Source: an optimization exercise on an open RTL-to-GDS flow (aim: small area). Production flows keep margins and buffers that such runs may drop. The RTL was checked by simulation tests, not by an equivalence proof against the original design. No activity file was given, so power comes from the tool's default toggle rates.

### flow/flow/run.sh
#!/bin/bash
# Layout flow: the standard ORFS flow, with
#  - synthesis: the standard script, but without full/half-adder extraction
#    and with an area-oriented ABC mapping script (flow/area.abc)
#  - port buffers: sky130_fd_sc_hd__buf_1
#  - CTS: small clock buffers, no dummy loads
set -uo pipefail
HERE=$(pwd)
sed "s#log_cmd abc {\*}\$abc_args#log_cmd abc -script $HERE/flow/area.abc {*}[lrange \$abc_args 2 end]#" \
    "$FLOW_HOME/scripts/synth.tcl" > "$HERE/my_orfs_synth.tcl"
grep -q "flow/area.abc" "$HERE/my_orfs_synth.tcl" || { echo "abc hook not found"; exit 1; }
sed "s#source \$::env(SCRIPTS_DIR)/synth.tcl#source $HERE/my_orfs_synth.tcl#" synth_recipe.tcl > "$HERE/my_synth.tcl"
grep -q "my_orfs_synth.tcl" "$HERE/my_synth.tcl" || { echo "synth hook not found"; exit 1; }
source "$HERE/flow/settings.sh"
bash standard.sh SYNTH_SCRIPT="$HERE/my_synth.tcl" ADDER_MAP_FILE= \
    BUFFER_PORTS_ARGS="$PORT_BUF_ARGS" CTS_ARGS="$CTS_ARGS_SET" $EXTRA finish > "$HERE/standard.log" 2>&1
### flow/flow/settings.sh
PORT_BUF_ARGS="-buffer_cell sky130_fd_sc_hd__buf_1"
CTS_ARGS_SET="-sink_clustering_enable -repair_clock_nets -dont_use_dummy_load -buf_list sky130_fd_sc_hd__clkbuf_4 -root_buf sky130_fd_sc_hd__clkbuf_8 -sink_clustering_size 11 -sink_clustering_max_diameter 50"
EXTRA="SKIP_REPAIR_TIE_FANOUT=1 SYNTH_INSBUF=0"
### flow/standard.sh
#!/bin/bash
# synth_recipe.tcl (not shown) runs the flow's synth.tcl, then flattens the netlist and writes it again
# the make line also repeats each setting of config.mk as NAME=value (left out here)
make -C /OpenROAD-flow-scripts/flow DESIGN_CONFIG=/design/flow/config.mk WORK_HOME=/design/flow/orfs CLKGATE_MAP_FILE= SYNTH_SCRIPT=/design/flow/synth_recipe.tcl "${@:-finish}"
### flow/flow/area.abc
strash
&get -n
&fraig -x
&put
scorr
dc2
dretime
strash
&get -n
&dch -f
&nf -a -R 1000
&put
### flow/config.mk
export PLATFORM = sky130hd
export DESIGN_NAME = sequence_game_top
export DESIGN_NICKNAME = sequence_game_top
export VERILOG_FILES = /design/flow/design.v
export SDC_FILE = /design/flow/constraint.sdc
export NUM_CORES = 4
export LEC_CHECK = 0
export CAP_MARGIN = 20
export CORE_MARGIN = 2
export CORE_UTILIZATION = 40
export SLEW_MARGIN = 20
### flow/design.v
module sync_debounce (
	input  logic clk,
	input  logic d,
	output logic q
);
	localparam logic [15:0] CLR  = 16'h05a7;
	localparam logic [15:0] MASK = 16'heabe;
	localparam logic [15:0] VAL  = 16'haaaa;
	logic ff1;
	logic [15:0] y;
	always_ff @(posedge clk) begin
		ff1 <= d;
		if (d ^ ff1)
			y <= CLR;
		else
			y <= {~y[14:0], ~(y[15] ^ y[13] ^ y[11] ^ y[0])};
		if ((y & MASK) == VAL)
			q <= ff1;
	end
endmodule
module sequence_game_top(
    input  logic        clk,
    input  logic        reset,
    input  logic        enter,
    input  logic [15:0] sw,
    input  logic        UART_rxd,
    output logic        UART_txd,
    output logic [7:0]  hex_segA,
    output logic [3:0]  hex_gridA,
    output logic [7:0]  hex_segB,
    output logic [3:0]  hex_gridB,
    output logic [15:0] led
);
    logic       reset_db, enter_db;
    logic [7:0] sw_db;
    sync_debounce reset_debounce (.clk(clk), .d(reset), .q(reset_db));
    sync_debounce enter_debounce (.clk(clk), .d(enter), .q(enter_db));
    generate
        genvar i;
        for (i = 0; i < 8; i++) begin : user_seq_debounce
            sync_debounce switch_debounce (.clk(clk), .d(sw[i]), .q(sw_db[i]));
        end
    endgenerate
    logic uart_mode;
    assign uart_mode = sw[15];
    localparam logic [9:0] BCLR       = 10'h0fb;
    localparam logic [9:0] BFULL_MASK = 10'h3d7;
    localparam logic [9:0] BFULL_VAL  = 10'h3d3;
    localparam logic [9:0] BHALF_MASK = 10'h03f;
    localparam logic [9:0] BHALF_VAL  = 10'h00f;
    function automatic logic [9:0] bstep(input logic [9:0] x);
        bstep = {~x[8:0], ~(x[9] ^ x[2])};
    endfunction
    localparam logic [2:0] S_HALT  = 3'd0;
    localparam logic [2:0] S_GEN   = 3'd1;
    localparam logic [2:0] S_PAUSE = 3'd2;
    localparam logic [2:0] S_CHECK = 3'd3;
    localparam logic [2:0] S_UPD   = 3'd4;
    localparam logic [2:0] S_DONE  = 3'd5;
    logic [2:0] state;
    logic [7:0] score;
    logic [1:0] mistakes;
    logic [2:0] index;
    logic       enter_prev;
    logic [7:0] pattern;
    logic       sequence_check;
    localparam logic [63:0] PATTERNS = {8'b10111110, 8'b10111011, 8'b10111000, 8'b10101011,
                                        8'b01010101, 8'b10010101, 8'b00000001, 8'b11110111};
    assign pattern = PATTERNS[{index, 3'b000} +: 8];
    assign sequence_check = (sw_db == pattern);
    assign led = {sw[15], 7'b0, pattern};
    localparam logic [3:0] T_IDLE  = 4'd0;
    localparam logic [3:0] T_SEND  = 4'd1;    
    localparam logic [3:0] T_START = 4'd2;
    localparam logic [3:0] T_STOP  = 4'd3;
    localparam logic [3:0] T_CLEAN = 4'd4;
    logic [3:0] tx_ph;
    logic [9:0] tx_cnt;
    logic       tx_term;
    logic       tx_ready;
    assign tx_term  = ((tx_cnt & BFULL_MASK) == BFULL_VAL);
    assign tx_ready = (tx_ph == T_IDLE);
    logic [1:0] mtype;    
    logic [3:0] midx;
    logic       sending;
    logic       msg_more;
    logic       ctl_send;
    logic       start_msg;
    assign sending  = (mtype != 2'd0);
    assign msg_more = (mtype == 2'd1) ? (midx < 4'd8) : (midx < 4'd4);
    assign ctl_send = !reset_db && sending && tx_ready && msg_more;
    assign start_msg = uart_mode && tx_ready && !sending &&
                       (state == S_GEN || state == S_UPD);
    always_ff @(posedge clk) begin
        if (reset_db) begin
            mtype <= 2'd0;
        end else if (!sending) begin
            if (start_msg)
                mtype <= (state == S_GEN) ? 2'd1 : (sequence_check ? 2'd2 : 2'd3);
        end else if (tx_ready && !msg_more) begin
            mtype <= 2'd0;
        end
        if (reset_db || !sending)
            midx <= 4'd0;
        else if (ctl_send)
            midx <= midx + 4'd1;
    end
    localparam logic [511:0] TX_TABLE = 512'h00000000000000000000000a214f4e0000000000000000000000000a214b4f00000000000000000a203a7265746e450000000000000000000000000000000000;
    logic [7:0] tx_byte;
    assign tx_byte = TX_TABLE[{mtype, midx, 3'b000} +: 8];
    always_ff @(posedge clk) begin
        if (ctl_send)
            tx_ph <= T_SEND;
        else if (reset)
            tx_ph <= T_IDLE;
        else begin
            case (tx_ph)
                T_IDLE:  ;
                T_SEND:  tx_ph <= T_START;
                T_START: if (tx_term) tx_ph <= 4'd8;
                T_STOP:  if (tx_term) tx_ph <= T_CLEAN;
                T_CLEAN: tx_ph <= T_IDLE;
                default: if (tx_term) tx_ph <= (tx_ph == 4'd15) ? T_STOP : tx_ph + 4'd1;
            endcase
        end
        if (tx_ph == T_IDLE || tx_ph == T_SEND || tx_term)
            tx_cnt <= BCLR;
        else
            tx_cnt <= bstep(tx_cnt);
    end
    always_comb begin
        if (tx_ph[3])
            UART_txd = tx_byte[tx_ph[2:0]];
        else
            UART_txd = (tx_ph != T_START);
    end
    localparam logic [3:0] R_IDLE = 4'd0;
    localparam logic [3:0] R_HALF = 4'd1;
    localparam logic [3:0] R_STOP = 4'd2;
    localparam logic [3:0] R_DONE = 4'd3;
    localparam logic [7:0] PAT_E = 8'h65;
    localparam logic [7:0] PAT_R = 8'h72;
    logic [3:0] rx_ph;
    logic [9:0] rx_cnt;
    logic       rx_term;
    logic       m_e, m_r;       
    logic       rx_valid;
    logic       rx_ack;
    logic       enter_rcvd;
    assign rx_term = (rx_ph == R_HALF) ? ((rx_cnt & BHALF_MASK) == BHALF_VAL)
                                       : ((rx_cnt & BFULL_MASK) == BFULL_VAL);
    always_ff @(posedge clk) begin
        if (reset) begin
            rx_ph    <= R_IDLE;
            rx_valid <= 1'b0;
        end else begin
            if (rx_ack)
                rx_valid <= 1'b0;
            case (rx_ph)
                R_IDLE: if (!UART_rxd) rx_ph <= R_HALF;
                R_HALF: if (rx_term) rx_ph <= 4'd8;
                R_STOP: if (rx_term) begin
                    rx_ph    <= R_DONE;
                    rx_valid <= 1'b1;
                end
                R_DONE: rx_ph <= R_IDLE;
                default: if (rx_term) rx_ph <= (rx_ph == 4'd15) ? R_STOP : rx_ph + 4'd1;
            endcase
        end
        if (rx_ph == R_HALF) begin
            m_e <= 1'b1;
            m_r <= 1'b1;
        end else if (rx_ph[3] && rx_term && rx_ph[2:0] != 3'd5) begin
            if (UART_rxd != PAT_E[rx_ph[2:0]]) m_e <= 1'b0;
            if (UART_rxd != PAT_R[rx_ph[2:0]]) m_r <= 1'b0;
        end
        if (rx_ph == R_IDLE || rx_term)
            rx_cnt <= BCLR;
        else
            rx_cnt <= bstep(rx_cnt);
    end
    always_ff @(posedge clk) begin
        if (reset_db)
            rx_ack <= 1'b0;
        else
            rx_ack <= rx_valid && !rx_ack;
    end
    assign enter_rcvd = rx_ack && m_e;
    logic enter_edge;
    assign enter_edge = enter_db & ~enter_prev;
    logic [2:0] state_nxt;
    always_comb begin
        state_nxt = state;
        case (state)
            S_HALT:  state_nxt = S_GEN;
            S_GEN:   state_nxt = S_PAUSE;
            S_PAUSE: if (uart_mode ? enter_rcvd : enter_edge) state_nxt = S_CHECK;
            S_CHECK: state_nxt = S_UPD;
            S_UPD:   state_nxt = (mistakes == 2'd3) ? S_DONE : S_GEN;
            S_DONE:  if (uart_mode ? (rx_valid && m_r) : enter_edge) state_nxt = S_HALT;
            default: ;
        endcase
    end
    always_ff @(posedge clk) begin
        if (reset_db) begin
            state      <= S_HALT;
            enter_prev <= 1'b0;
            score      <= 8'd0;
            mistakes   <= 2'd0;
            index      <= 3'd0;
        end else begin
            state      <= state_nxt;
            enter_prev <= enter_db;
            if (state == S_UPD && sequence_check)
                score <= score + 8'd1;
            if (state == S_UPD && !sequence_check)
                mistakes <= mistakes + 2'd1;
            if (state == S_GEN)
                index <= index + 3'd1;
        end
    end
    localparam logic [15:0] HCLR  = 16'h5251;
    localparam logic [15:0] HMASK = 16'heeae;
    localparam logic [15:0] HVAL  = 16'haeaa;
    logic [15:0] hcnt;
    logic [1:0]  digit;
    logic        hterm;
    assign hterm = ((hcnt & HMASK) == HVAL);
    always_ff @(posedge clk) begin
        if (reset_db || hterm)
            hcnt <= HCLR;
        else
            hcnt <= {~hcnt[14:0], ~(hcnt[15] ^ hcnt[13] ^ hcnt[11] ^ hcnt[0])};
        if (reset_db)
            digit <= 2'd0;
        else if (hterm)
            digit <= digit + 2'd1;
    end
    localparam logic [111:0] SEG7 = {
        7'b1110001, 7'b1111001, 7'b1011110, 7'b0111001,    
        7'b1111100, 7'b1110111, 7'b1101111, 7'b1111111,    
        7'b0000111, 7'b1111101, 7'b1101101, 7'b1100110,    
        7'b1001111, 7'b1011011, 7'b0000110, 7'b0111111};   
    function automatic logic [6:0] seg7(input logic [3:0] n);
        seg7 = SEG7[7*n +: 7];
    endfunction
    logic [3:0] nibA;
    assign nibA = digit[0] ? score[3:0] : score[7:4];
    always_comb begin
        if (reset_db) begin
            hex_gridA = 4'hF;
            hex_segA  = 8'hFF;
            hex_segB  = 8'hFF;
        end else begin
            hex_gridA = ~(4'b0001 << digit);
            hex_segA  = {1'b1, ~(digit[1] ? seg7(nibA) : seg7(4'h0))};
            hex_segB  = {1'b1, ~((digit == 2'd3) ? seg7({1'b0, state}) : seg7(4'h0))};
        end
    end
    assign hex_gridB = hex_gridA;
endmodule
### flow/constraint.sdc
create_clock -name core_clock -period 10.0 [get_ports {clk}]
set_input_delay 2.0000 -clock core_clock [delete_from_list [all_inputs] [get_ports {clk}]]
set_output_delay 2.0000 -clock core_clock [all_outputs]
set_load 0.01 [all_outputs]
==> summary.txt, run 1 <==
Logic synthesis
  – Synthesized area: 8330 µm²
  – Ys async rst share: 0%
  – Unique cell type count in the Yosys netlist: 43
  – Yosys Warn Count: 2
  – Syn Inst Count: 863
  – Syn_nets: 883
  – Number of synthesized flops with an enable pin: 10
  – Sequential area share after synthesis: 62.0%
  – Area leader, netlist: dfxtp_1
  – Synthesis-stage register bit count: 253
  – Synth area leaders: dfxtp_1, nor2_1, nand2_1, xnor2_1, edfxtp_1
  – Area share of the largest cell type after synthesis: 58.4%
  – Average size of a mapped cell: 9.65 µm²
  – Primary FF master, synth: dfxtp_1

Place
  – Pre-CTS WS: 5.58 ns
  – HPWL after DPL: 10.2 mm
  – Placer Congestion: 0.786
  – Port Buf Inserts: 44

Clock tree
  – Clk slew on worst S/H paths: 0.11 ns
  – Num Clock Sinks: 253
  – Post-CTS Resized: 0
  – CTS tree: done
  – TritonCTS Buffers: 28
  – Max clock buf depth: 3
  – Number of post-CTS setup repair buffers: 0
  – Clock root buffer: clkbuf_8
  – Cts hold-fix bufs: 0
  – Clk Latency, worst-skew pair: 0.53 ns
  – H-tree levels: 1

Global route
  – Number of global-route vias before repair: 5,475
  – Largest net degree at the start of global routing: 27
  – Gr ovfl total: 0
  – Initial antenna violation count: 0
  – Overall Global Routing Usage: 13.5%
  – First-pass GRT wire length: 25.1 mm

Setup path
  – Worst endpoint required time: 8.00 ns
  – Critical Path Start Type: flop
  – Crit end category: primary output
  – Slowest cell on crit path: dfxtp_1
  – CP Class: reg2out
  – Worst endpoint data arrival time: 2.59 ns
  – Crit-path cells: mux2i_1, nand2_1, a211oi_1, nand2_1, nand2_1, buf_1
  – Register-to-Register Path Depth: 12
  – CP dominant cell by count: nand2_1
  – Reg2reg setup slack: 6.69 ns
  – Critical Path Max Stage Delay: 0.71 ns
  – Crit-path max FO: 15
  – Worst reg2reg startpoint: index[0]$_SDFFE_PP0N_
  – Worst r2r dst: score[7]$_SDFFE_PP0P_

Finish
  – Layout cell share with drive strength beyond 1: 3.20%
  – Synth-to-Final Area Change: 8.97%
  – Layout Nets: 959
  – Diodes inserted: 0
  – Multi-input gate area: 3120 µm²
  – Fillers: 2,045
  – Reg area: 5160 µm²

Die
  – I/O Pins: 61
  – Die W: 148 µm
  – Core box area: 20,400 µm²
  – Initial cell density of the core: 40.9%
  – DIE AREA: 22,000 µm²
  – Die height: 148 µm
  – Row count: 52

Hold path
  – Worst min path class: reg2reg
  – Hold depth: 1
  – Hold Path Sink: user_seq_debounce[4].switch_debounce.y[13]$_SDFF_PP0_
  – Hold path start: user_seq_debounce[4].switch_debounce.y[12]$_SDFF_PP0_

Detailed routing
  – Routed wl met2: 6.27 mm
  – DR WL met3: 716 µm
  – DR top layer: met4
  – Vias: 5,902
  – DRC viols: 0
  – Wire per inst: 12.2 µm
  – Vias per std cell: 4.89
  – Routed WL: 14.7 mm
  – ANT nets after route: 0
  – M1 WL: 7.40 mm
  – Detailed router's first-iteration violation count: 297
  – Drt pass-1 iters: 4

STA
  – Final Hold Fails: 0
  – Worst slew margin: 50.2%
  – Worst setup margin: 5.41 ns
  – Final clock skew: 0.0422 ns
  – Tightest Pin Transition: 0.744 ns
  – Hold WS: 0.331 ns
  – # setup viols final: 0
  – Crit path time final: 4.59 ns
  – Final worst-path cycle share: 45.9%
  – Max-slew violations: 0
  – Setup TNS Final: 0 ns
  – Max frequency: 218 MHz
  – RSZ-0062 raised after global routing: no

Power and ir drop
  – IR drop worst, VDD: 0.117 mV
  – Leak pwr: 3.37 nW
  – Power density cells: 211 nW/µm²

Run status
  – Run status: timing/DRC/antenna clean

Flow run
  – Max-cap viol count: 0
-- Yosys cell counts, types with 12 or more instances --
library cell    n
nand2b_1       14
nand4_1        16
nor4_1         14
a21oi_1        44
xor2_1         17
nor3_1         28
dfxtp_1       243
nand2_1       129
o21ai_0        43
nand3_1        12
xnor2_1        36
nor2_1        157
-- cell usage in the layout, fill, tap and decap left out, drive strengths merged, types with 3 or more instances in the layout --
cell,n
and2,5
clkbuf,28
nand4b,10
edfxtp,10
nor2,157
nand4,16
clkinv,11
xnor2,36
nand3,12
xor2,17
a211oi,5
nand3b,4
o21a,3
or2,4
and3,5
nand2b,14
a21oi,44
nor3,28
dfxtp,243
nor4,14
a311oi,3
o21ai,43
mux2i,5
buf,46
or3,5
mux2,4
nor2b,10
a31oi,3
nand2,129
-- worst max-delay path, delay by kind of cell (launching register included) --
kind / cells / cell delay (ns)
AND/OR/NAND/NOR: 3 / 0.33
multiplexers: 1 / 0.56
flip-flops: 1 / 0.71
buffers and inverters: 1 / 0.16
AO/OA/AOI/OAI: 1 / 0.28
-- through the flow --
| step | cell area, µm² | std cells | utilization (%) | power (mW) |
|---|---|---|---|---|
| finish | 9080 | 1207 | 44.6 | 1.91 |
| global route | 9080 | 1207 | 44.6 | 2.03 |
| CTS | 9080 | 1207 | 44.6 | 1.94 |
| detailed placement | 8850 | 1179 | 43.5 | 1.50 |
| global placement | 8850 | 1179 | 43.5 | 1.50 |
| floorplan | 8330 | 863 | - | 1.43 |
-- power by group --
part,internal [mW],switching (mW)
sequential,1.14,0.0853
clock,0.144,0.292
combinational,0.103,0.146
-- registers in the layout, summed over array words and instances (netlist names), 4 cells and up --
signal / count
tx_ph: 4
user_seq_debounce.switch_debounce.q: 8
reset_debounce.y: 16
rx_ph: 4
hcnt: 16
user_seq_debounce.switch_debounce.ff1: 8
rx_cnt: 10
score: 8
enter_debounce.y: 16
user_seq_debounce.switch_debounce.y: 128
tx_cnt: 10
midx: 4
-- final cells by class --
type,instances,area share [%]
Sequential cell,253,56.9
Multi-Input combinational cell,599,34.4
Tap cell,270,3.72
Clock buffer,28,2.52
Timing Repair Buffer,46,1.98
Inverter,11,0.455
-- cells by family after synthesis --
kind of cell | synth area share [%]
AO/OA/AOI/OAI | 8.13
multiplexers | 1.14
AND/OR/NAND/NOR | 22.6
XOR/XNOR | 5.57
flip-flops | 62.0
other | 0.0902
buffers and inverters | 0.496
-- worst max path at each step --
stage	to	from	cells past startpoint	slack, ns
after detailed placement	led[15]	sw[15]	2	5.58
after global routing	UART_txd	midx[1]$_SDFFE_PP0P_	11	5.13
final	hex_segA[4]	digit[0]$_SDFFE_PP0P_	6	5.41
after CTS	hex_segA[5]	digit[0]$_SDFFE_PP0P_	6	5.29
after global placement	led[15]	sw[15]	2	5.57
after floorplan	led[15]	sw[15]	0	6.00
-- routing by layer --
layer  vias to the layer above  global-route usage [%]
met5                         -                       0
met4                         0                    4.52
li1                       3089                       -
met3                        28                    2.85
met2                        88                    21.4
met1                      2697                    18.5
==> run 2: changes to the inputs <==
==> flow/flow/area.abc (replaced) <==
strash
&get -n
&fraig -x
&put
scorr
dc2
dretime
strash
&get -n
&deepsyn -T 300
&dch -f
&nf -a -R 1000
&put
==> run 2 against run 1 <==
  * Highest routed layer unchanged
  * Critical path type unchanged
  * Cell count fell by 2.7%
  * Global-route usage fell by 0.62 points
  * Wire length fell by 8.3%
  * Largest power group unchanged
  * Synthesized cell count fell by 3.7%
  * Combinational power fell by 58%
  * Via count fell by 4.7%
  * Worst setup slack improved by 0.0088 ns
  * First-iteration DRC count fell by 24%
  * Clock power fell by 2%
  * Largest cell class unchanged
  * Synthesized area fell by 2.6%
  * Design area fell by 2.5%
==> summary.txt, run 2 <==
Run status
  – Run status: timing/DRC/antenna clean

Setup path
  – Worst endpoint required time: 8.00 ns (about the same)
  – CP Class: reg2out
  – Delay-heaviest family, CP: flip-flops
  – Crit end category: primary output
  – Worst endpoint data arrival time: 2.58 ns (about the same)
  – Critical Path Start Type: flop
  – Crit-path cells: mux2_1, nor2_1, nor3_1, nand2_1, nand2_1, nand2_1, o21ai_0, o21ai_0, buf_1
  – CP dominant cell by count: nand2_1
  – Slowest cell on crit path: dfxtp_1
  – Crit-path max FO: 13 (-2)
  – Reg2reg setup slack: 6.87 ns (+0.18 ns)
  – WP buf/inv: 1 (unchanged)
  – Critical Path Max Stage Delay: 0.63 ns (-0.08 ns)

Die
  – Die height: 146 µm (-1.3%)
  – Row count: 52 (unchanged)
  – DIE AREA: 21,400 µm² (-2.5%)
  – I/O Pins: 61 (unchanged)
  – Core box area: 20,000 µm² (-1.6%)
  – Initial cell density of the core: 40.5% (-0.42 points)
  – Die W: 146 µm (-1.3%)

Power and ir drop
  – Logic pwr share: 6.1% (-6.9 points)
  – Clock Power Share: 25.4% (+2.6 points)
  – Flop pwr share: 68.5% (+4.3 points)
  – IR drop worst, VDD: 0.110 mV (-6.2%)
  – Pwr Total: 1.69 mW (-12%)
  – Psw: 400 µW (-24%)
  – Internal power: 1.29 mW (-7.1%)
  – Power density cells: 191 nW/µm² (-9.4%)
  – Switching portion of total power: 23.7% (-3.7 points)
  – Leak pwr: 3.39 nW (+0.41%)

Detailed routing
  – Detailed router's first-iteration violation count: 226 (-24%)
  – Drt pass-1 iters: 4 (unchanged)
  – Wire per inst: 11.5 µm (-5.7%)
  – ANT nets after route: 0 (unchanged)
  – DRC viols: 0 (unchanged)
  – Vias per std cell: 4.79 (-2.0%)
  – Routed WL: 13.5 mm (-8.3%)
  – Vias: 5,626 (-4.7%)

Logic synthesis
  – Synth area leaders: dfxtp_1, nor2_1, nand2_1, edfxtp_1, xor2_1
  – Area leader, netlist: dfxtp_1
  – Synthesized area: 8110 µm² (-2.6%)
  – Post-synthesis simple-gate area fraction: 21.3% (-1.3 points)
  – Count leader, synth: dfxtp_1
  – Compound-Gate Fraction of Synth Area: 8.08% (-0.044 points)
  – Syn_nets: 851 (-3.6%)
  – Largest family of logic cells by synthesized area: simple AND/OR/NAND/NOR gates
  – Most frequent cells after synthesis: dfxtp_1, nor2_1, nand2_1
  – Yosys Warn Count: 2 (unchanged)
  – Ys async rst share: 0% (unchanged)
  – Primary FF master, synth: dfxtp_1
  – Post-Synth Adder-Cell Area: 0% (unchanged)
  – Sequential area share after synthesis: 63.7% (+1.7 points)
  – Syn Inst Count: 831 (-3.7%)
  – Unique cell type count in the Yosys netlist: 40 (-7.0%)
  – Post-synthesis xor/xnor area fraction: 5.51% (-0.066 points)
  – Synthesis-stage register bit count: 253 (unchanged)
  – Number of synthesized flops with an enable pin: 10 (unchanged)
  – Average size of a mapped cell: 9.76 µm² (+1.1%)
  – Area share of the largest cell type after synthesis: 60.0% (+1.6 points)
  – Mux cell area share after synthesis: 0.817% (-0.32 points)

Clock tree
  – Number of post-CTS setup repair buffers: 0 (unchanged)
  – Post-CTS Resized: 0 (unchanged)
  – CTS tree: done
  – H-tree levels: 1 (unchanged)
  – Max clock buf depth: 3 (unchanged)
  – TritonCTS Buffers: 27 (-3.6%)
  – Clk Latency, worst-skew pair: 0.53 ns (about the same)
  – Num Clock Sinks: 253 (unchanged)
  – Clk slew on worst S/H paths: 0.11 ns (about the same)
  – Cts hold-fix bufs: 0 (unchanged)
  – Clock root buffer: clkbuf_8

STA
  – Worst slew margin: 50.3% (+0.091 points)
  – Final worst-path cycle share: 45.8% (-0.088 points)
  – Crit path time final: 4.58 ns (-0.00882 ns)
  – Final clock skew: 0.0572 ns (+0.0150 ns)
  – RSZ-0062 raised after global routing: no
  – Max frequency: 218 MHz (+0.19%)
  – Max-slew violations: 0 (unchanged)
  – Setup TNS Final: 0 ns (unchanged)
  – # setup viols final: 0 (unchanged)
  – Tightest Pin Transition: 0.743 ns (-0.00136 ns)
  – Final Hold Fails: 0 (unchanged)

Global route
  – Most Used Layer, Global Route: met2
  – Initial antenna violation count: 0 (unchanged)
  – First-pass GRT wire length: 23.7 mm (-5.6%)
  – Number of global-route vias before repair: 5,288 (-3.4%)
  – Gr ovfl total: 0 (unchanged)
  – Overall Global Routing Usage: 12.9% (-0.62 points)
  – Largest net degree at the start of global routing: 32 (+19%)
  – Met1 GRT Util: 17.7% (-0.77 points)
  – GR Util met2: 20.5% (-0.85 points)
  – Met3 usage: 3.13% (+0.27 points)

Finish
  – Largest register FFs: 128 (unchanged)
  – Synth-to-Final Area Change: 9.11%
  – Layout Nets: 926 (-3.4%)
  – Layout cell share with drive strength beyond 1: 3.21% (+0.0063 points)
  – Commonest non-fill, non-tap cell in the layout: dfxtp_1
  – Largest reg by FF count: user_seq_debounce.switch_debounce.y
  – Most frequent cells in the layout: dfxtp_1, nor2_1, nand2_1, buf_1, a21oi_1
  – Diodes inserted: 0 (unchanged)
  – Fillers: 2,030 (-0.73%)

Place
  – HPWL after DPL: 9.32 mm (-9.1%)
  – Placer Congestion: 0.774 (-1.5%)
  – Port Buf Inserts: 44 (unchanged)

Flow run
  – Max-cap viol count: 0 (unchanged)

Hold path
  – Worst min path class: reg2reg
run 2: metal layers:
layer	share of wire, %	wire length (µm)
met4	2.1	279
met2	43	5800
met5	0	0
met3	4.0	535
met1	51	6850
run 2: worst register-to-register path, stage by stage (launching register included):
cell and delay, ns:
dfxtp_1 0.49, clkinv_1 0.22, a21oi_1 0.22, a21boi_0 0.32, o22ai_1 0.15, a211oi_1 0.40
nor2b_1 0.26, and3_1 0.24, and3_1 0.22, and3_1 0.25, and3_1 0.17, nor3_1 0.04
run 2: area by class of cell:
cell class,count,area [µm²],share of cell area [%]
clock buffers,27,221,2.50
inverters,12,45.0,0.509
multi-input cells,566,2900,32.8
flip-flops and latches,253,5160,58.3
well taps,270,338,3.82
repair buffers,46,180,2.04
run 2: cells by family (layout without fill, tap and decap cells):
logic type / count (synthesis) / count (layout)
xor+xnor: 51 / 51
buf+inv: 12 / 85
other cells: 2 / 2
flops: 253 / 253
mux: 6 / 6
simple gates: 394 / 394
compound gates: 113 / 113
run 2: final timing paths:
kind	startpoint	endpoint	cells past startpoint
min reg2reg	user_seq_debounce[4].switch_debounce.y[6]$_SDFF_PP0_	user_seq_debounce[4].switch_debounce.y[7]$_SDFF_PP1_	1
max reg2reg	index[0]$_SDFFE_PP0N_	score[7]$_SDFFE_PP0P_	11
max	digit[0]$_SDFFE_PP0P_	hex_segA[0]	9
min	user_seq_debounce[4].switch_debounce.y[6]$_SDFF_PP0_	user_seq_debounce[4].switch_debounce.y[7]$_SDFF_PP1_	1
run 2: metrics by stage:
stage,util [%],cell area [µm²],cells,setup WS [ns],hold WS [ns]
3_5_place_dp,43.1,8630,1147,5.64,0.347
5_1_grt,44.2,8850,1174,5.15,0.383
6_report,44.2,8850,1174,5.42,0.372
4_1_cts,44.2,8850,1174,5.38,0.373
2_1_floorplan,-,8110,831,6.00,0.343
3_3_place_gp,43.1,8630,1147,5.65,0.344
run 2: power groups by stage:
| stage | registers (mW) | clock network, mW | logic (mW) |
|---|---|---|---|
| 3_5_place_dp | 1.18 | 0 | 0.107 |
| 6_report | 1.16 | 0.429 | 0.104 |
| 4_1_cts | 1.16 | 0.458 | 0.107 |
| 5_1_grt | 1.17 | 0.498 | 0.123 |
| 3_3_place_gp | 1.18 | 0 | 0.103 |
| 2_1_floorplan | 1.17 | 0 | 0.0837 |
==> run 3: changes to the inputs <==
==> flow/flow/area.abc (replaced) <==
strash
&get -n
&fraig -x
&put
scorr
dc2
dretime
strash
&get -n
&dch -f
&nf -a -R 1000
&put
==> flow/flow/settings.sh (replaced) <==
PORT_BUF_ARGS="-buffer_cell sky130_fd_sc_hd__buf_1"
CTS_ARGS_SET="-sink_clustering_enable -repair_clock_nets -dont_use_dummy_load -buf_list sky130_fd_sc_hd__clkbuf_4 -root_buf sky130_fd_sc_hd__clkbuf_8 -sink_clustering_size 12 -sink_clustering_max_diameter 40"
EXTRA="SKIP_REPAIR_TIE_FANOUT=1 SYNTH_INSBUF=0"
==> run 3 against run 2 <==
  * Still clean
  * Hold slack got worse by 0.033 ns
  * Flip-flop and latch count unchanged
  * Clock skew decreased by 0.0081 ns
  * Combinational power increased by 140%
  * Design area increased by 2.7%
  * Total power increased by 14%
  * Cell count increased by 3.0%
  * Critical path type unchanged
==> summary.txt, run 3 <==
Clock tree
  – Clock root buffer: clkbuf_8
  – H-tree levels: 1 (unchanged)
  – Clk Latency, worst-skew pair: 0.56 ns (+0.03 ns)
  – Max clock buf depth: 3 (unchanged)
  – Post-CTS Resized: 0 (unchanged)
  – CTS tree: done
  – TritonCTS Buffers: 30 (+11%)
  – Number of post-CTS setup repair buffers: 0 (unchanged)
  – Cts hold-fix bufs: 0 (unchanged)
  – Num Clock Sinks: 253 (unchanged)
  – Clk slew on worst S/H paths: 0.09 ns (-0.02 ns)

Global route
  – Number of global-route vias before repair: 5,538 (+4.7%)
  – Overall Global Routing Usage: 13.5% (+0.64 points)
  – Gr ovfl total: 0 (unchanged)
  – First-pass GRT wire length: 25.1 mm (+6.0%)
  – Initial antenna violation count: 0 (unchanged)
  – Largest net degree at the start of global routing: 27 (-16%)

Finish
  – Largest reg by FF count: user_seq_debounce.switch_debounce.y
  – Layout Nets: 961 (+3.8%)
  – Synth-to-Final Area Change: 9.15% (about the same)
  – Diodes inserted: 0 (unchanged)
  – Non-filler instance count after layout: 1,209 (+3.0%)
  – Reg area: 5160 µm² (unchanged)
  – Layout cell share with drive strength beyond 1: 3.41% (+0.20 points)
  – Post-layout util: 44.6% (+0.47 points)
  – Final Instance Area: 9090 µm² (+2.7%)
  – Most frequent cells in the layout: dfxtp_1, nor2_1, nand2_1, a21oi_1, buf_1
  – Largest register FFs: 128 (unchanged)
  – Multi-input gate area: 3120 µm² (+7.6%)
  – Fillers: 2,030 (unchanged)
  – Commonest non-fill, non-tap cell in the layout: dfxtp_1

STA
  – Max-slew violations: 0 (unchanged)
  – Hold WS: 0.340 ns (-0.0326 ns)
  – Worst setup margin: 5.40 ns (-0.0229 ns)
  – Final worst-path cycle share: 46.0% (+0.23 points)
  – Final Hold Fails: 0 (unchanged)
  – Worst slew margin: 49.7% (-0.61 points)
  – Crit path time final: 4.60 ns (+0.0229 ns)
  – Setup TNS Final: 0 ns (unchanged)
  – Max frequency: 217 MHz (-0.50%)
  – Tightest Pin Transition: 0.752 ns (+0.00919 ns)
  – RSZ-0062 raised after global routing: no
  – # setup viols final: 0 (unchanged)
  – Final clock skew: 0.0492 ns (-0.00806 ns)

Logic synthesis
  – Area leader, netlist: dfxtp_1
  – Yosys Warn Count: 2 (unchanged)
  – Primary FF master, synth: dfxtp_1
  – Synth area leaders: dfxtp_1, nor2_1, nand2_1, xnor2_1, edfxtp_1
  – Syn Inst Count: 863 (+3.9%)
  – Average size of a mapped cell: 9.65 µm² (-1.1%)
  – Syn_nets: 883 (+3.8%)
  – Number of synthesized flops with an enable pin: 10 (unchanged)
  – Unique cell type count in the Yosys netlist: 43 (+7.5%)
  – Sequential area share after synthesis: 62.0% (-1.7 points)
  – Area share of the largest cell type after synthesis: 58.4% (-1.6 points)
  – Synthesis-stage register bit count: 253 (unchanged)
  – Ys async rst share: 0% (unchanged)
  – Count leader, synth: dfxtp_1
  – Most frequent cells after synthesis: dfxtp_1, nor2_1, nand2_1
  – Synthesized area: 8330 µm² (+2.7%)

Detailed routing
  – ANT nets after route: 0 (unchanged)
  – Routed WL: 14.7 mm (+8.9%)
  – DRC viols: 0 (unchanged)
  – Wire per inst: 12.1 µm (+5.7%)
  – Detailed router's first-iteration violation count: 274 (+21%)
  – Drt pass-1 iters: 6 (+2)
  – Vias: 5,889 (+4.7%)
  – Vias per std cell: 4.87 (+1.6%)

Die
  – Row count: 52 (unchanged)
  – Die W: 148 µm (+1.3%)
  – DIE AREA: 22,000 µm² (+2.6%)
  – Initial cell density of the core: 40.9% (+0.42 points)
  – Die height: 148 µm (+1.3%)
  – Core box area: 20,400 µm² (+1.6%)
  – I/O Pins: 61 (unchanged)

Setup path
  – Register-to-Register Path Depth: 12 (+1)
  – Setup crit start: digit[0]$_SDFFE_PP0P_
  – Worst endpoint required time: 8.00 ns (about the same)
  – Crit end category: primary output
  – Worst reg2reg startpoint: index[0]$_SDFFE_PP0N_
  – Critical Path Start Type: flop
  – Worst setup path end: hex_segA[4]
  – Worst r2r dst: score[7]$_SDFFE_PP0P_
  – Reg2reg setup slack: 6.73 ns (-0.14 ns)
  – CP Class: reg2out
  – Worst endpoint data arrival time: 2.60 ns (+0.02 ns)
  – Crit-path max FO: 15 (+2)

Power and ir drop
  – IR drop worst, VDD: 0.129 mV (+18%)
  – Power density cells: 212 nW/µm² (+11%)
  – Pwr Total: 1.93 mW (+14%)
  – Leak pwr: 3.38 nW (-0.14%)

Place
  – HPWL after DPL: 10.2 mm (+10%)
  – Placer Congestion: 0.786 (+1.5%)
  – Placed inst area: 8850 µm² (+2.5%)
  – Pre-CTS WS: 5.58 ns (-0.0654 ns)
  – Port Buf Inserts: 44 (unchanged)
  – DP Cell Count: 1,179 (+2.8%)

Hold path
  – Worst min path class: reg2reg

Run status
  – Run status: timing/DRC/antenna clean

Flow run
  – Max-cap viol count: 0 (unchanged)
[run 3: kinds of logic after synthesis]
family / after synthesis / synth area share, %
AOI/OAI and AO/OA: 118 / 8.13
and+or+nand+nor: 417 / 22.6
muxes: 9 / 1.14
other: 2 / 0.0902
buffers and inverters: 11 / 0.496
DFF: 253 / 62.0
xor gates and xnor gates: 53 / 5.57
[run 3: metal layers]
metal	GRT usage, %	up-vias	part of all wire [%]
met3	3.22	27	5.0
met2	21.4	87	42
li1	-	3094	-
met4	4.48	0	2.3
met1	18.3	2681	50
met5	0	-	0
[run 3: final cells by class]
class	instances	area share, %
Timing Repair Buffer	46	1.98
Clock buffer	30	2.68
Multi-Input combinational cell	599	34.4
Inverter	11	0.454
Tap cell	270	3.72
Sequential cell	253	56.8
[run 3: power by group]
part	total, mW	internal (mW)	switching [mW]
registers	1.23	1.14	0.0849
clock network	0.450	0.153	0.297
logic	0.249	0.103	0.146
total	1.93	1.40	0.528
[run 3: how the worst min path moves through the flow]
stage	from	cells past startpoint	slack, ns	end
2_1_floorplan	enter_debounce.y[6]$_SDFF_PP0_	1	0.34	enter_debounce.y[7]$_SDFF_PP1_
3_3_place_gp	tx_cnt[3]$_SDFF_PP1_	1	0.35	tx_cnt[4]$_SDFF_PP1_
3_5_place_dp	user_seq_debounce[5].switch_debounce.y[6]$_SDFF_PP0_	1	0.35	user_seq_debounce[5].switch_debounce.y[7]$_SDFF_PP1_
4_1_cts	user_seq_debounce[5].switch_debounce.y[6]$_SDFF_PP0_	1	0.34	user_seq_debounce[5].switch_debounce.y[7]$_SDFF_PP1_
5_1_grt	user_seq_debounce[5].switch_debounce.y[6]$_SDFF_PP0_	1	0.35	user_seq_debounce[5].switch_debounce.y[7]$_SDFF_PP1_
6_report	user_seq_debounce[5].switch_debounce.y[6]$_SDFF_PP0_	1	0.34	user_seq_debounce[5].switch_debounce.y[7]$_SDFF_PP1_
[run 3: critical path, stage by stage, from the launching register on]
cell	delay, ns
dfxtp_1	0.72
mux2i_1	0.57
nand2_1	0.17
a211oi_1	0.28
nand2_1	0.09
nand2_1	0.08
buf_1	0.16
==> run 4: changes to the inputs <==
==> flow/flow/settings.sh (replaced) <==
PORT_BUF_ARGS="-buffer_cell sky130_fd_sc_hd__buf_1"
CTS_ARGS_SET="-sink_clustering_enable -repair_clock_nets -dont_use_dummy_load -buf_list sky130_fd_sc_hd__clkbuf_4 -root_buf sky130_fd_sc_hd__clkbuf_4 -sink_clustering_size 11 -sink_clustering_max_diameter 50"
EXTRA="SKIP_REPAIR_TIE_FANOUT=1 SYNTH_INSBUF=0"
==> run 4 against run 3 <==
  * Still clean on timing, DRC and antenna
  * Clock skew is 0.0051 ns lower
  * Worst setup slack got worse by 0.10 ns
  * Critical path depth grew 5
  * Wire length grew 0.41%
  * Clock-buffer cell count fell by 2
  * Synthesized area unchanged
==> summary.txt, run 4 <==
Run status
  – Run status: timing/DRC/antenna clean

Global route
  – Number of global-route vias before repair: 5,479 (-1.1%)
  – Largest net degree at the start of global routing: 27 (unchanged)
  – Initial antenna violation count: 1 (+1)
  – Overall Global Routing Usage: 13.4% (-0.098 points)
  – Gr ovfl total: 0 (unchanged)
  – First-pass GRT wire length: 25.0 mm (-0.22%)

Die
  – Row count: 52 (unchanged)
  – Initial cell density of the core: 40.9% (unchanged)
  – DIE AREA: 22,000 µm² (unchanged)
  – Die height: 148 µm (unchanged)
  – Core box area: 20,400 µm² (unchanged)
  – Die W: 148 µm (unchanged)
  – I/O Pins: 61 (unchanged)

Logic synthesis
  – Syn_nets: 883 (unchanged)
  – Unique cell type count in the Yosys netlist: 43 (unchanged)
  – Most frequent cells after synthesis: dfxtp_1, nor2_1, nand2_1
  – Yosys Warn Count: 2 (unchanged)
  – Average size of a mapped cell: 9.65 µm² (unchanged)
  – Synth area leaders: dfxtp_1, nor2_1, nand2_1, xnor2_1, edfxtp_1
  – Syn Inst Count: 863 (unchanged)
  – Area leader, netlist: dfxtp_1
  – Synthesis-stage register bit count: 253 (unchanged)
  – Count leader, synth: dfxtp_1
  – Area share of the largest cell type after synthesis: 58.4% (unchanged)
  – Sequential area share after synthesis: 62.0% (unchanged)
  – Primary FF master, synth: dfxtp_1
  – Synthesized area: 8330 µm² (unchanged)
  – Number of synthesized flops with an enable pin: 10 (unchanged)
  – Ys async rst share: 0% (unchanged)

Power and ir drop
  – Psw: 524 µW (-0.75%)
  – Power density cells: 210 nW/µm² (-1.1%)
  – Clock Power Share: 22.2% (-1.1 points)
  – Internal power: 1.38 mW (-1.7%)
  – Switching portion of total power: 27.6% (+0.19 points)
  – Leak pwr: 3.36 nW (-0.50%)
  – IR drop worst, VDD: 0.120 mV (-7.3%)
  – Logic pwr share: 13.1% (+0.2 points)
  – Flop pwr share: 64.7% (+0.9 points)

Clock tree
  – Max clock buf depth: 3 (unchanged)
  – CTS tree: done
  – Number of post-CTS setup repair buffers: 0 (unchanged)
  – TritonCTS Buffers: 28 (-6.7%)
  – Clk Latency, worst-skew pair: 0.64 ns (+0.08 ns)
  – Clk slew on worst S/H paths: 0.11 ns (+0.02 ns)
  – Cts hold-fix bufs: 0 (unchanged)
  – Num Clock Sinks: 253 (unchanged)
  – H-tree levels: 1 (unchanged)
  – Clock root buffer: clkbuf_4
  – Post-CTS Resized: 0 (unchanged)

STA
  – Max-slew violations: 0 (unchanged)
  – Final Hold Fails: 0 (unchanged)
  – Crit path time final: 4.70 ns (+0.101 ns)
  – Max frequency: 213 MHz (-2.1%)
  – Setup TNS Final: 0 ns (unchanged)
  – Tightest Pin Transition: 0.745 ns (-0.00670 ns)
  – Worst slew margin: 50.2% (+0.45 points)
  – Final clock skew: 0.0441 ns (-0.00507 ns)
  – RSZ-0062 raised after global routing: no
  – # setup viols final: 0 (unchanged)
  – Final worst-path cycle share: 47.0% (+1.0 points)

Finish
  – Synth-to-Final Area Change: 8.77%
  – Commonest non-fill, non-tap cell in the layout: dfxtp_1
  – Layout Nets: 959 (-0.21%)
  – Reg area: 5160 µm² (unchanged)
  – Largest register FFs: 128 (unchanged)
  – Post-layout util: 44.5% (-0.15 points)
  – Layout cell share with drive strength beyond 1: 3.20% (-0.21 points)
  – Largest reg by FF count: user_seq_debounce.switch_debounce.y
  – Fillers: 2,047 (+0.84%)
  – Most frequent cells in the layout: dfxtp_1, nor2_1, nand2_1, a21oi_1, buf_1
  – Multi-input gate area: 3120 µm² (unchanged)

Place
  – Placer Congestion: 0.786 (unchanged)
  – HPWL after DPL: 10.2 mm (unchanged)
  – Port Buf Inserts: 44 (unchanged)

Detailed routing
  – Detailed router's first-iteration violation count: 275 (+0.36%)
  – Routed WL: 14.7 mm (+0.41%)
  – ANT nets after route: 0 (unchanged)
  – Vias per std cell: 4.89 (+0.41%)
  – Vias: 5,908 (+0.32%)
  – Wire per inst: 12.2 µm (+0.49%)
  – Drt pass-1 iters: 4 (-2)
  – DRC viols: 0 (unchanged)

Setup path
  – Critical Path Max Stage Delay: 0.54 ns (-0.18 ns)
  – Critical Path Start Type: flop
  – CP dominant cell by count: a21oi_1
  – WP buf/inv: 1 (unchanged)
  – Worst reg2reg startpoint: index[0]$_SDFFE_PP0N_
  – CP Class: reg2out
  – Slowest cell on crit path: dfxtp_1
  – Worst endpoint data arrival time: 2.70 ns (+0.10 ns)
  – Crit end category: primary output
  – Crit-path cells: or2_0, a21oi_1, a2111o_1, nand3_1, nand2_1, nand4_1, a21oi_1, o21ai_0, a21oi_1, a21oi_1, buf_1
  – Reg2reg setup slack: 6.69 ns (-0.04 ns)
  – Crit-path max FO: 11 (-4)
  – Worst r2r dst: score[7]$_SDFFE_PP0P_
  – Register-to-Register Path Depth: 12 (unchanged)
  – Delay-heaviest family, CP: compound AO/OA/AOI/OAI gates
  – Worst endpoint required time: 8.00 ns (about the same)

Hold path
  – Worst min path class: reg2reg
  – Hold depth: 1 (unchanged)
  – Hold path start: user_seq_debounce[4].switch_debounce.y[12]$_SDFF_PP0_
  – Hold Path Sink: user_seq_debounce[4].switch_debounce.y[13]$_SDFF_PP0_

Flow run
  – Max-cap viol count: 0 (unchanged)
## run 4: stage by stage
step                      power, mW  hold slack [ns]  area [µm²]  worst slack, ns  std cells
after global routing           2.02            0.343        9060             5.00       1208
after global placement         1.50            0.345        8850             5.57       1179
after CTS                      1.93            0.339        9060             5.16       1207
final                          1.90            0.332        9060             5.30       1208
after floorplan                1.43            0.343        8330             6.00        863
after detailed placement       1.50            0.349        8850             5.58       1179
## run 4: worst max-delay path by stage
stage,startpoint,to,slack [ns],cells past startpoint
2_1_floorplan,sw[15],led[15],6.00,0
3_3_place_gp,sw[15],led[15],5.57,2
3_5_place_dp,sw[15],led[15],5.58,2
4_1_cts,digit[0]$_SDFFE_PP0P_,hex_segA[5],5.16,6
5_1_grt,midx[1]$_SDFFE_PP0P_,UART_txd,5.00,11
6_report,midx[1]$_SDFFE_PP0P_,UART_txd,5.30,11
## run 4: layer usage
metal	up-vias	global-route usage (%)	routed length, µm
met5	-	0	0
met4	0	3.95	301
met3	31	2.85	661
met2	83	21.4	6250
met1	2704	18.5	7510
li1	3090	-	-
## run 4: layout make-up
class	instances	share of cell area [%]
timing repair buffer	46	1.99
sequential	253	57.0
multi-input combinational	599	34.5
antenna	1	0.0276
inverter	11	0.456
tap	270	3.73
clock buffer	28	2.32
## run 4: logic make-up (layout without fill, tap and decap cells)
family	after synthesis	in the layout	synth area share, %
AND/OR/NAND/NOR	417	417	22.6
other	2	3	0.0902
XOR/XNOR	53	53	5.57
AO/OA/AOI/OAI	118	118	8.13
multiplexers	9	9	1.14
buffers and inverters	11	85	0.496
flip-flops	253	253	62.0
## run 4: worst register-to-register path, cell delays in order (launching register included)
cell       delay (ns)
dfxtp_1          0.51
nor2_1           0.14
or3_1            0.32
a22o_1           0.21
a21oi_1          0.12
o2111ai_1        0.12
nor4_1           0.54
and2_0           0.30
and3_1           0.23
and2_0           0.24
and3_1           0.27
and3_1           0.18
nor3_1           0.04
## run 4: power groups by stage
stage,logic (mW),registers (mW),clock network (mW)
after floorplan,0.201,1.23,0
final,0.249,1.23,0.421
after global placement,0.246,1.25,0
after global routing,0.292,1.25,0.477
after detailed placement,0.252,1.25,0
after CTS,0.253,1.23,0.444
==> run 5: changes to the inputs <==
--- a/flow/flow/run.sh
+++ b/flow/flow/run.sh
@@ -4,6 +4,10 @@
 #    and with an area-oriented ABC mapping script (flow/area.abc)
 #  - port buffers: sky130_fd_sc_hd__buf_1
 #  - CTS: small clock buffers, no dummy loads
+#  - one tie cell per constant (no tie fan-out repair), no pass-through
+#    buffers in synthesis (the port buffers take their place)
+# Settings are in flow/settings.sh.  standard.sh's output goes to
+# standard.log; ORFS keeps each step's log under orfs/logs/.
 set -uo pipefail
 HERE=$(pwd)
 sed "s#log_cmd abc {\*}\$abc_args#log_cmd abc -script $HERE/flow/area.abc {*}[lrange \$abc_args 2 end]#" \
==> flow/flow/area.abc (replaced) <==
strash
&get -n
&fraig -x
&put
scorr
dc2
dretime
strash
&get -n
&deepsyn -T 300
&dch -f
&nf -a -R 1000
&put
==> run 5 against run 4 <==
  * Still clean
  * Clock-buffer cell count decreased by 1
  * Fmax is 0.44% higher
  * Sequential share of layout area is 1.4 points higher
  * Die area down 2.5%
  * Hold slack gained 0.031 ns
  * Synthesized area fell by 2.6%
  * Flip-flop and latch count unchanged
  * First-iteration DRC count down 16%
  * Wire length down 8.2%
  * Register-to-register slack better by 0.18 ns
  * Non-clock buffer count unchanged
  * Critical path depth decreased by 2
==> summary.txt, run 5 <==
Power and ir drop
  – Pwr Total: 1.68 mW (-12%)
  – Psw: 400 µW (-24%)
  – Power density cells: 190 nW/µm² (-9.6%)
  – IR drop worst, VDD: 0.110 mV (-8.6%)
  – Flop pwr share: 69.1% (+4.4 points)
  – Internal power: 1.28 mW (-7.2%)
  – Switching portion of total power: 23.9% (-3.7 points)
  – Clock Power Share: 24.7% (+2.5 points)
  – Leak pwr: 3.38 nW (+0.41%)
  – Logic pwr share: 6.2% (-6.9 points)

Logic synthesis
  – Unique cell type count in the Yosys netlist: 40 (-7.0%)
  – Largest family of logic cells by synthesized area: simple AND/OR/NAND/NOR gates
  – Mux cell area share after synthesis: 0.817% (-0.32 points)
  – Syn Inst Count: 831 (-3.7%)
  – Synthesized area: 8110 µm² (-2.6%)
  – Post-Synth Adder-Cell Area: 0% (unchanged)
  – Number of synthesized flops with an enable pin: 10 (unchanged)
  – Post-synthesis xor/xnor area fraction: 5.51% (-0.066 points)
  – Ys async rst share: 0% (unchanged)
  – Area leader, netlist: dfxtp_1
  – Area share of the largest cell type after synthesis: 60.0% (+1.6 points)
  – Synth area leaders: dfxtp_1, nor2_1, nand2_1, edfxtp_1, xor2_1
  – Syn_nets: 851 (-3.6%)
  – Post-synthesis simple-gate area fraction: 21.3% (-1.3 points)
  – Primary FF master, synth: dfxtp_1
  – Average size of a mapped cell: 9.76 µm² (+1.1%)
  – Yosys Warn Count: 2 (unchanged)
  – Sequential area share after synthesis: 63.7% (+1.7 points)
  – Compound-Gate Fraction of Synth Area: 8.08% (-0.044 points)
  – Most frequent cells after synthesis: dfxtp_1, nor2_1, nand2_1
  – Synthesis-stage register bit count: 253 (unchanged)
  – Count leader, synth: dfxtp_1

Finish
  – Layout cell share with drive strength beyond 1: 3.21% (+0.0063 points)
  – Largest register FFs: 128 (unchanged)
  – Layout Nets: 926 (-3.4%)
  – Commonest non-fill, non-tap cell in the layout: dfxtp_1
  – Post-layout util: 44.1% (-0.36 points)
  – Non-filler instance count after layout: 1,178 (-2.5%)
  – Most frequent cells in the layout: dfxtp_1, nor2_1, nand2_1, buf_1, a21oi_1
  – Largest reg by FF count: user_seq_debounce.switch_debounce.y
  – Synth-to-Final Area Change: 9.01%
  – Final Instance Area: 8840 µm² (-2.4%)

Detailed routing
  – Detailed router's first-iteration violation count: 231 (-16%)
  – Drt pass-1 iters: 4 (unchanged)
  – DRC viols: 0 (unchanged)
  – DR WL met3: 543 µm (-18%)
  – M1 WL: 6.88 mm (-8.4%)
  – Routed wl met2: 5.81 mm (-7.1%)
  – Vias: 5,626 (-4.8%)
  – Routed WL: 13.5 mm (-8.2%)
  – DR top layer: met4
  – ANT nets after route: 0 (unchanged)
  – Vias per std cell: 4.78 (-2.3%)
  – Wire per inst: 11.5 µm (-5.9%)

Die
  – Core box area: 20,000 µm² (-1.6%)
  – Die height: 146 µm (-1.3%)
  – DIE AREA: 21,400 µm² (-2.5%)
  – I/O Pins: 61 (unchanged)
  – Initial cell density of the core: 40.5% (-0.42 points)
  – Die W: 146 µm (-1.3%)
  – Row count: 52 (unchanged)

STA
  – Worst slew margin: 50.2% (about the same)
  – Final worst-path cycle share: 46.8% (-0.21 points)
  – Max-slew violations: 0 (unchanged)
  – Setup TNS Final: 0 ns (unchanged)
  – Final Hold Fails: 0 (unchanged)
  – Worst setup margin: 5.32 ns (+0.0206 ns)
  – Crit path time final: 4.68 ns (-0.0206 ns)
  – Final clock skew: 0.0817 ns (+0.0376 ns)
  – Max frequency: 214 MHz (+0.44%)
  – Hold WS: 0.362 ns (+0.0305 ns)
  – # setup viols final: 0 (unchanged)
  – RSZ-0062 raised after global routing: no
  – Tightest Pin Transition: 0.745 ns (-0.000362 ns)

Setup path
  – Critical Path Start Type: flop
  – Worst reg2reg startpoint: index[0]$_SDFFE_PP0N_
  – CP Class: reg2out
  – Worst endpoint data arrival time: 2.68 ns (-0.02 ns)
  – Worst endpoint required time: 8.00 ns (about the same)
  – Crit end category: primary output
  – Crit-path max FO: 13 (+2)
  – Setup crit start: digit[0]$_SDFFE_PP0P_

Clock tree
  – Num Clock Sinks: 253 (unchanged)
  – H-tree levels: 1 (unchanged)
  – Clk Latency, worst-skew pair: 0.66 ns (+0.02 ns)
  – CTS tree: done
  – Clk slew on worst S/H paths: 0.11 ns (about the same)
  – Cts hold-fix bufs: 0 (unchanged)
  – Number of post-CTS setup repair buffers: 0 (unchanged)
  – Post-CTS Resized: 0 (unchanged)
  – Max clock buf depth: 3 (unchanged)
  – TritonCTS Buffers: 27 (-3.6%)
  – Clock root buffer: clkbuf_4

Hold path
  – Hold path start: tx_cnt[6]$_SDFF_PP1_
  – Worst min path class: reg2reg

Global route
  – Overall Global Routing Usage: 12.9% (-0.50 points)
  – Gr ovfl total: 0 (unchanged)
  – Initial antenna violation count: 1 (unchanged)
  – Number of global-route vias before repair: 5,294 (-3.4%)
  – First-pass GRT wire length: 23.7 mm (-5.3%)
  – Largest net degree at the start of global routing: 32 (+19%)

Place
  – Pre-CTS WS: 5.64 ns (+0.0654 ns)
  – HPWL after DPL: 9.32 mm (-9.1%)
  – Placed inst area: 8630 µm² (-2.5%)
  – DP Cell Count: 1,147 (-2.7%)
  – Port Buf Inserts: 44 (unchanged)
  – Placer Congestion: 0.774 (-1.5%)

Run status
  – Run status: timing/DRC/antenna clean

Flow run
  – Max-cap viol count: 0 (unchanged)
## run 5: cell types whose count changed after synthesis, sizes merged, moves of 4 or more
cell	previous run	this run
nor3	28	22
nand2b	14	8
nand3	12	16
mux2i	5	1
o21ai	43	38
xor2	17	34
nand3b	4	0
nand4	16	12
xnor2	36	17
## run 5: path summary, 6_finish.rpt
path,end,slack (ns),depth (start not counted)
max,hex_segA[0],5.32,9
min,tx_cnt[7]$_SDFF_PP1_,0.36,1
max reg2reg,score[7]$_SDFFE_PP0P_,6.87,11
min reg2reg,tx_cnt[7]$_SDFF_PP1_,0.36,1
## run 5: final cells by class
class	count	area, µm²
well taps	270	338
multi-input cells	566	2900
fillers	2035	11200
flip-flops and latches	253	5160
clock buffers	27	203
repair buffers	46	180
inverters	12	45.0
diodes	4	10.0
## run 5: power groups by stage
stage               sequential [mW]  clock [mW]  combinational, mW
floorplan                      1.17           0             0.0837
global placement               1.18           0              0.103
detailed placement             1.18           0              0.107
CTS                            1.16       0.442              0.107
global route                   1.17       0.482              0.123
finish                         1.16       0.414              0.104
## run 5: per-layer routing
metal,global-route usage [%],vias to the layer above
met5,0,-
met4,3.59,0
met3,3.06,26
met2,20.6,73
met1,17.7,2562
li1,-,2965
## run 5: logic make-up after synthesis
kind of cell / after synthesis
AO/OA/AOI/OAI: 113
XOR/XNOR: 51
buffers and inverters: 12
flip-flops: 253
multiplexers: 6
other: 2
AND/OR/NAND/NOR: 394
## run 5: critical path: stages, from the launching register on
cell and delay, ns:
dfxtp_1 0.63, mux2_1 0.43, nor2_1 0.32, nor3_1 0.08, nand2_1 0.08, nand2_1 0.07
nand2_1 0.08, o21ai_0 0.07, o21ai_0 0.14, buf_1 0.17
==> run 6: changes to the inputs <==
--- a/flow/flow/run.sh
+++ b/flow/flow/run.sh
@@ -4,7 +4,7 @@
 #    and with an area-oriented ABC mapping script (flow/area.abc)
 #  - port buffers: sky130_fd_sc_hd__buf_1
 #  - CTS: small clock buffers, no dummy loads
-#  - one tie cell per constant (no tie fan-out repair), no pass-through
+#  - tie cells shared by their loads (no tie fan-out repair), no pass-through
 #    buffers in synthesis (the port buffers take their place)
 # Settings are in flow/settings.sh.  standard.sh's output goes to
 # standard.log; ORFS keeps each step's log under orfs/logs/.
==> flow/flow/area.abc (replaced) <==
strash
&get -n
&fraig -x
&put
scorr
dc2
dretime
strash
&get -n
&dch -f
&nf -a -R 1000
&put
==> flow/flow/settings.sh (replaced) <==
PORT_BUF_ARGS="-buffer_cell sky130_fd_sc_hd__buf_1"
CTS_ARGS_SET="-sink_clustering_enable -repair_clock_nets -dont_use_dummy_load -buf_list sky130_fd_sc_hd__clkbuf_4 -root_buf sky130_fd_sc_hd__clkbuf_4 -sink_clustering_size 11 -sink_clustering_max_diameter 50"
EXTRA="SKIP_REPAIR_TIE_FANOUT=1 SYNTH_INSBUF=0 GPL_TIMING_DRIVEN=0 CAP_MARGIN=0 SLEW_MARGIN=0"
==> run 6 against run 5 <==
  * Design area increased by 2.3%
  * Die area increased by 2.6%
  * Fmax decreased by 4.6%
  * Clock skew decreased by 0.029 ns
  * Wire length increased by 9.0%
  * Synthesized area increased by 2.7%
  * Critical endpoint is now hex_segB[6]
  * Non-clock buffer count decreased by 2
  * Sequential share of layout area decreased by 1.3 points
==> summary.txt, run 6 <==
Run status
  – Run status: timing/DRC/antenna clean

Hold path
  – Hold Path Sink: user_seq_debounce[4].switch_debounce.y[9]$_SDFF_PP0_
  – Hold depth: 1 (unchanged)
  – Worst min path class: reg2reg
  – Hold path start: user_seq_debounce[4].switch_debounce.y[8]$_SDFF_PP1_

Die
  – Die height: 148 µm (+1.3%)
  – Die W: 148 µm (+1.3%)
  – Initial cell density of the core: 40.9% (+0.42 points)
  – DIE AREA: 22,000 µm² (+2.6%)
  – Row count: 52 (unchanged)
  – Core box area: 20,400 µm² (+1.6%)
  – I/O Pins: 61 (unchanged)

Setup path
  – CP Class: reg2out
  – Worst endpoint required time: 8.00 ns (about the same)
  – Reg2reg setup slack: 6.75 ns (-0.12 ns)
  – Register-to-Register Path Depth: 12 (+1)
  – Worst reg2reg startpoint: index[0]$_SDFFE_PP0N_
  – Worst endpoint data arrival time: 2.90 ns (+0.22 ns)
  – Crit-path max FO: 27 (+14)
  – Crit-path cells: clkinv_1, nand3_1, nand2b_1, buf_1
  – Critical Path Max Stage Delay: 0.97 ns (+0.34 ns)
  – Crit end category: primary output
  – Critical Path Start Type: flop
  – Worst r2r dst: score[7]$_SDFFE_PP0P_
  – Slowest cell on crit path: edfxtp_1

STA
  – Max-slew violations: 0 (unchanged)
  – Max frequency: 204 MHz (-4.6%)
  – Crit path time final: 4.90 ns (+0.223 ns)
  – Final clock skew: 0.0523 ns (-0.0294 ns)
  – Final Hold Fails: 0 (unchanged)
  – Final worst-path cycle share: 49.0% (+2.2 points)
  – Worst slew margin: 30.1% (-20 points)
  – Setup TNS Final: 0 ns (unchanged)
  – # setup viols final: 0 (unchanged)
  – RSZ-0062 raised after global routing: no
  – Tightest Pin Transition: 1.04 ns (+0.295 ns)

Logic synthesis
  – Area share of the largest cell type after synthesis: 58.4% (-1.6 points)
  – Area leader, netlist: dfxtp_1
  – Primary FF master, synth: dfxtp_1
  – Number of synthesized flops with an enable pin: 10 (unchanged)
  – Syn Inst Count: 863 (+3.9%)
  – Synthesis-stage register bit count: 253 (unchanged)
  – Most frequent cells after synthesis: dfxtp_1, nor2_1, nand2_1
  – Synthesized area: 8330 µm² (+2.7%)
  – Sequential area share after synthesis: 62.0% (-1.7 points)
  – Count leader, synth: dfxtp_1
  – Unique cell type count in the Yosys netlist: 43 (+7.5%)
  – Yosys Warn Count: 2 (unchanged)
  – Ys async rst share: 0% (unchanged)
  – Synth area leaders: dfxtp_1, nor2_1, nand2_1, xnor2_1, edfxtp_1
  – Syn_nets: 883 (+3.8%)
  – Average size of a mapped cell: 9.65 µm² (-1.1%)

Detailed routing
  – Wire per inst: 12.2 µm (+6.5%)
  – Detailed router's first-iteration violation count: 215 (-6.9%)
  – Vias: 5,893 (+4.7%)
  – Routed WL: 14.7 mm (+9.0%)
  – Drt pass-1 iters: 4 (unchanged)
  – DRC viols: 0 (unchanged)
  – ANT nets after route: 0 (unchanged)
  – Vias per std cell: 4.89 (+2.3%)

Place
  – DP Cell Count: 1,177 (+2.6%)
  – HPWL after DPL: 10.5 mm (+12%)
  – Placer Congestion: 0.805 (+4.0%)
  – Port Buf Inserts: 44 (unchanged)

Clock tree
  – TritonCTS Buffers: 28 (+3.7%)
  – Clk Latency, worst-skew pair: 0.66 ns (about the same)
  – H-tree levels: 1 (unchanged)
  – Clk slew on worst S/H paths: 0.11 ns (about the same)
  – Num Clock Sinks: 253 (unchanged)
  – Number of post-CTS setup repair buffers: 0 (unchanged)
  – Cts hold-fix bufs: 0 (unchanged)
  – Max clock buf depth: 3 (unchanged)
  – CTS tree: done
  – Post-CTS Resized: 0 (unchanged)
  – Clock root buffer: clkbuf_4

Global route
  – Number of global-route vias before repair: 5,539 (+4.6%)
  – Gr ovfl total: 0 (unchanged)
  – Overall Global Routing Usage: 13.8% (+0.83 points)
  – First-pass GRT wire length: 25.5 mm (+7.7%)
  – Largest net degree at the start of global routing: 28 (-13%)
  – Initial antenna violation count: 1 (unchanged)

Finish
  – Most frequent cells in the layout: dfxtp_1, nor2_1, nand2_1, a21oi_1, buf_1
  – Non-filler instance count after layout: 1,206 (+2.4%)
  – Synth-to-Final Area Change: 8.59%
  – Largest register FFs: 128 (unchanged)
  – Layout Nets: 957 (+3.3%)
  – Largest reg by FF count: user_seq_debounce.switch_debounce.y
  – Layout cell share with drive strength beyond 1: 2.99% (-0.21 points)
  – Post-layout util: 44.4% (+0.29 points)
  – Commonest non-fill, non-tap cell in the layout: dfxtp_1

Power and ir drop
  – IR drop worst, VDD: 0.132 mV (+20%)
  – Leak pwr: 3.36 nW (-0.69%)
  – Power density cells: 209 nW/µm² (+10%)

Flow run
  – Max-cap viol count: 0 (unchanged)
==> run 6: cell count changes after synthesis, moves of 4 or more <==
cell | previous run | this run
o21ai_0 | 38 | 43
nand2b_1 | 8 | 14
xnor2_1 | 17 | 36
xor2_1 | 34 | 17
nor3_1 | 22 | 28
nand4_1 | 12 | 16
nand3_1 | 16 | 12
mux2i_1 | 1 | 5
nand3b_1 | 0 | 4
==> run 6: worst max-delay path by stage <==
stage,slack [ns],to,cells after the start,from
2_1_floorplan,6.00,led[15],0,sw[15]
3_3_place_gp,5.58,led[15],2,sw[15]
3_5_place_dp,5.59,led[15],2,sw[15]
4_1_cts,4.93,hex_segB[6],4,reset_debounce.q$_DFFE_PN_
5_1_grt,4.68,hex_segB[6],4,reset_debounce.q$_DFFE_PN_
6_report,5.10,hex_segB[6],4,reset_debounce.q$_DFFE_PN_
==> run 6: kinds of logic after synthesis <==
kind of cell    Yosys count  synth area share (%)
mux                       9                  1.14
other cells               2                0.0902
flops                   253                  62.0
simple gates            417                  22.6
xor+xnor                 53                  5.57
buf+inv                  11                 0.496
compound gates          118                  8.13
==> run 6: through the flow <==
stage                     power, mW  area [µm²]  hold WS, ns  setup slack, ns
after floorplan                1.43        8330        0.343             6.00
after global placement         1.49        8830        0.345             5.58
after detailed placement       1.50        8830        0.347             5.59
after CTS                      1.93        9040        0.325             4.93
after global routing           2.02        9050        0.329             4.68
final                          1.89        9050        0.326             5.10
==> run 6: power breakdown <==
| part | switching [mW] | internal, mW |
|---|---|---|
| clock network | 0.291 | 0.129 |
| registers | 0.0849 | 1.14 |
| logic | 0.145 | 0.100 |
| total | 0.521 | 1.37 |
==> run 6: routing by layer <==
metal | part of all wire (%) | track usage (%) | vias to the layer above
met5 | 0 | 0 | -
met4 | 2.0 | 3.71 | 0
met3 | 4.9 | 3.28 | 27
met2 | 43 | 21.1 | 91
met1 | 50 | 19.5 | 2695
li1 | - | - | 3080
==> run 6: worst max-delay path, delay by kind of cell, from the launching register on <==
kind | cells | cell delay [ns]
buffers and inverters | 2 | 0.86
DFF | 1 | 0.97
and+or+nand+nor | 2 | 0.44
==> run 6: area by class of cell <==
| cell class | count | area, µm² |
|---|---|---|
| antenna | 1 | 2.50 |
| clock buffer | 28 | 210 |
| fill | 2037 | 11300 |
| inverter | 11 | 41.3 |
| multi-input combinational | 599 | 3120 |
| sequential | 253 | 5160 |
| tap | 270 | 338 |
| timing repair buffer | 44 | 165 |

[what the ideal ports hide]
No port has a modelled driver above. Below, the same layouts with a new extraction and two added sets of constraints.
Step 1, drivers: a clkbuf_16 drives clk and a buf_2 each remaining input, both assumed.
Step 2 moves the port delays by t, midway between the first and last clock arrival at a register: inputs arrive t later, outputs are due t later. That takes back most of the time a late clock gives input paths.
Three values: ideal, step 1, step 2; two values: the first two.
run	t, ns	slack for setup (ns)	worst hold slack (ns)	pins driven straight from the clock port
run 1	0.552	5.413 / 5.372 / 5.559	0.331 / 0.331 / 0.331	1
run 2	0.540	5.422 / 5.382 / 5.631	0.372 / 0.372 / 0.372	1
run 3	0.562	5.399 / 5.360 / 5.560	0.340 / 0.340 / 0.340	1
run 4	0.655	5.298 / 5.261 / 5.559	0.332 / 0.332 / 0.332	1
run 5	0.657	5.319 / 5.278 / 5.631	0.362 / 0.362 / 0.362	1
run 6	0.663	5.095 / 5.057 / 5.569	0.326 / 0.326 / 0.326	1
After both steps setup and hold are still met in every run listed.
